Source: an optimization exercise on an open RTL-to-GDS flow (aim: small area and a short achievable clock period). Production flows keep margins and buffers that such runs may drop. The RTL was checked by simulation tests, not by an equivalence proof against the original design. The flow treats the clock pin as an ideal source, which a real chip does not have.

==> job 3612 <==
Design c6288, start of the top module:
module c6288 (clk, reset, N1_wire, N18_wire, N35_wire, N52_wire, N69_wire, N86_wire, N103_wire, N120_wire, N137_wire, N154_wire, N171_wire, N188_wire, N205_wire, N222_wire, N239_wire, N256_wire, N273_wire, N290_wire, N307_wire, N324_wire, N341_wire, N358_wire, N375_wire, N392_wire, N409_wire, N426_wire, N443_wire, N460_wire, N477_wire, N494_wire, N511_wire, N528_wire,
  N545, N1581, N1901, N2223, N2548, N2877, N3211, N3552, N3895, N4241, N4591, N4946, N5308, N5672, N5971, N6123, N6150, N6160, N6170, N6180, N6190, N6200, N6210, N6220, N6230, N6240, N6250, N6260, N6270, N6280, N6288, N6287);
export LEC_CHECK = 0
export CAP_MARGIN = 20
export CORE_MARGIN = 2
export CORE_UTILIZATION = 40
export CTS_BUF_LIST = sky130_fd_sc_hd__clkbuf_4 sky130_fd_sc_hd__clkbuf_8
export SLEW_MARGIN = 20
export SYNTH_HIERARCHICAL = 1
create_clock -name core_clock -period 14.0 [get_ports {clk}]
standard.sh (not shown) runs the stock make flow with config.mk's settings and CLKGATE_MAP_FILE= SYNTH_SCRIPT=/design/flow/synth_recipe.tcl, a recipe that flattens the netlist after the stock synthesis.
==> flow/flow/run.sh <==
#!/bin/bash
# Own layout flow: the standard flow (standard.sh) with extra ORFS make
# variables from flow/extra.txt (one VAR=value per line), e.g. a setup margin
# so that repair_timing sizes and buffers the multiplier for a short period
# rather than only for the 14 ns clock. After the standard synthesis every
# combinational cell is set to the smallest size of its footprint
# (flow/downsize.py); the resizer upsizes where timing needs it.
# Each step's full output goes to a log file in the work folder.
set -euo pipefail
mapfile -t EXTRA < <(grep -v '^#' flow/extra.txt | grep .)
bash standard.sh synth > synth.log 2>&1
RES=orfs/results/$FLOW_PLATFORM/c6288/base
python3 flow/downsize.py $FLOW_HOME/platforms/$FLOW_PLATFORM/lib/sky130_fd_sc_hd__tt_025C_1v80.lib $RES/1_2_yosys.v > downsize.log 2>&1
rm -f $RES/1_synth.odb $RES/1_synth.sdc
bash standard.sh finish "${EXTRA[@]}" > layout.log 2>&1
==> flow/flow/downsize.py <==
#!/usr/bin/env python3
"""Give every combinational cell of the synthesized netlist the smallest size
of its footprint (e.g. a22oi_2 -> a22oi_1); the resizer later upsizes only
where timing needs it. Flip-flops, tie cells and dont-use cells are left as
they are. usage: downsize.py LIB NETLIST"""
import re, sys
lib, net = sys.argv[1], sys.argv[2]
txt = open(lib).read()
cells = {}
for m in re.finditer(r'cell \("(\w+)"\)\s*\{', txt):
    body = txt[m.end():m.end() + 4000]
    fp = re.search(r'cell_footprint : "(\w+)"', body)
    ar = re.search(r'area : ([\d.]+)', body)
    if fp and ar:
        cells[m.group(1)] = (fp.group(1), float(ar.group(1)))
skip = re.compile(r'sky130_fd_sc_hd__(df|dl|sdf|edf|conb|tap|fill|decap|diode|clk|probe|lpflow|buf|inv|bufinv)')
best = {}
for c, (fp, ar) in cells.items():
    if skip.match(c):
        continue
    if fp not in best or ar < cells[best[fp]][1]:
        best[fp] = c
src = open(net).read()
n = [0]
def rep(m):
    c = m.group(1)
    if c in cells and not skip.match(c):
        b = best.get(cells[c][0], c)
        if b != c and cells[b][1] < cells[c][1] - 1e-6:
            n[0] += 1
            return b + m.group(2)
    return m.group(0)
out = re.sub(r'\b(sky130_fd_sc_hd__\w+)(\s+\S+\s*\()', rep, src)
open(net, 'w').write(out)
print(f"downsized {n[0]} cells")
==> flow/flow/extra.txt <==
SETUP_SLACK_MARGIN=9
BUFFER_PORTS_ARGS=-buffer_cell sky130_fd_sc_hd__buf_1
==> job 8250 (differences from job 3612) <==
==> flow/flow/run.sh (replaced) <==
#!/bin/bash
# Own layout flow, built on the standard flow (standard.sh):
#  1. the standard synthesis;
#  2. every combinational cell set to the smallest size of its footprint
#     (flow/downsize.py); the resizer upsizes where timing needs it;
#  3. the standard flow up to CTS, with extra ORFS make variables from
#     flow/extra.txt (a setup margin, so that repair_timing works towards a
#     short period rather than only the 14 ns clock; port buffers of buf_1);
#  5. the rest of the standard flow (global route, repair, detailed route).
# Each step's full output goes to a log file of its own in the work folder.
set -euo pipefail
mapfile -t EXTRA < <(grep -v '^#' flow/extra.txt | grep .)
RES=orfs/results/$FLOW_PLATFORM/c6288/base
PLAT=$FLOW_HOME/platforms/$FLOW_PLATFORM
bash standard.sh synth > synth.log 2>&1
python3 flow/downsize.py $PLAT/lib/sky130_fd_sc_hd__tt_025C_1v80.lib $RES/1_2_yosys.v > downsize.log 2>&1
rm -f $RES/1_synth.odb $RES/1_synth.sdc
bash standard.sh cts "${EXTRA[@]}" > place_cts.log 2>&1
RES=$RES SKEW_CELLS="$(cat flow/skew_cells.txt)" LIB=$PLAT/lib/sky130_fd_sc_hd__tt_025C_1v80.lib PLATFORM_DIR=$PLAT \
  openroad -no_init -exit flow/skew.tcl > skew.log 2>&1
bash standard.sh finish "${EXTRA[@]}" > route.log 2>&1
==> flow/flow/extra.txt (replaced) <==
SETUP_SLACK_MARGIN=10.1
BUFFER_PORTS_ARGS=-buffer_cell sky130_fd_sc_hd__buf_1
==> flow/flow/skew.tcl (new file) <==
set res $::env(RES)
set cells $::env(SKEW_CELLS)
read_db $res/4_cts.odb
read_liberty $::env(LIB)
read_sdc $res/4_cts.sdc
source $::env(PLATFORM_DIR)/setRC.tcl
set_propagated_clock [all_clocks]
estimate_parasitics -placement
report_clock_skew
# group rp CLK pins by their clock net
set groups [dict create]
foreach inst [get_cells rp*] {
  set pin [get_pins [get_full_name $inst]/CLK]
  set net [get_full_name [get_nets -of_objects $pin]]
  dict lappend groups $net $pin
}
set block [ord::get_db_block]
set gi 0
foreach net [dict keys $groups] {
  incr gi
  set pins [dict get $groups $net]
  # centroid of the loads
  set sx 0; set sy 0; set n 0
  foreach p $pins {
    set i [sta::sta_to_db_inst [get_cells -of_objects $p]]
    set loc [$i getLocation]
    incr sx [lindex $loc 0]; incr sy [lindex $loc 1]; incr n
  }
  set x [expr {$sx / $n / 1000.0}]; set y [expr {$sy / $n / 1000.0}]
  set curnet $net
  set d 0
  foreach cell $cells {
    incr d
    set bn "rpdly_${gi}_$d"
    insert_buffer -buffer_cell $cell -net $curnet -load_pins $pins -location [list $x $y] -buffer_name $bn -net_name "${bn}_net"
    set curnet [get_full_name [get_nets -of_objects [lindex $pins 0]]]
  }
  puts "net $net: [llength $pins] rp clock pins behind $cells"
}
set_placement_padding -global -left 0 -right 0
detailed_placement
check_placement
estimate_parasitics -placement
report_clock_skew
report_checks -path_delay max -digits 3 -format full_clock_expanded -to [all_outputs]
report_checks -path_delay max -digits 3 -format full_clock_expanded -to [get_pins rp*/D]
report_check_types -max_slew -violators
write_db $res/4_cts.odb
==> flow/flow/skew_cells.txt (new file) <==
sky130_fd_sc_hd__clkbuf_1 sky130_fd_sc_hd__clkbuf_1 sky130_fd_sc_hd__clkbuf_4
==> comparison <==
- Of job 3612 and job 8250, job 8250 has the higher core utilization (gap 6.0 points).
- Against job 3612, the global-route usage of job 8250 is higher by 2.2 points.
- Routed wire length: job 3612 is smaller than job 8250 (13%).
- Of job 3612 and job 8250, job 8250 has the higher via count (gap about 7%, measured against job 8250).
==> figures <==
Outcome: job 3612 timing/DRC/antenna clean; job 8250 timing/DRC/antenna clean
Vias in the first global route: job 3612 6291; job 8250 6879
Count of filler cells inserted in the layout: job 3612 2018; job 8250 1899
Critical path capture point: job 3612 rp[30]$_DFF_PP0_; job 8250 N6170
Multi-input gate area in the final layout: job 3612 6190 um^2; job 8250 6720 um^2
Worst path required time: job 3612 14270 ps; job 8250 11200 ps
Gr usage total: job 3612 19.0%; job 8250 21.2%
Hold Crit Start: job 3612 neg[0]$_DFF_P_; job 8250 one[0]$_DFF_P_
Worst Slack Setup Final: job 3612 9280 ps; job 8250 10000 ps
Layout clock buffers: job 3612 9; job 8250 25
Final cycle utilization of the critical path: job 3612 33.7%; job 8250 28.6%
Layout Nets: job 3612 1046; job 8250 1119

-- what the ideal ports hide --
How much do the figures lean on ideal ports? The routed layouts below were timed once more, with nothing changed but the port constraints.
Step 1 sets driving cells, clkbuf_16 on the clock port and buf_2 on the other inputs (assumed; they add their load-dependent delay and slew).
Step 2, shift: input delay + t, output delay - t, t = (earliest + latest rising clock arrival at the registers) / 2. This alone moves slack from input paths to output paths.
Slacks: ideal / step 1 / step 2; pairs: ideal / step 1.
run	shift t [ns]	setup slack, ns	worst setup path at the end	latest minus earliest clock arrival (ns)	slew at the worst register clock pin (ns)
job 3612	0.420	9.283 / 9.283 / 9.283	register to register	0.017 / 0.017	0.10 / 0.10
job 8250	0.579	10.001 / 9.957 / 10.040	register to register	0.347 / 0.347	0.10 / 0.10
In job 8250 the clock reaches the registers at very different times; t lies between them, and the last value is a rough guide only.
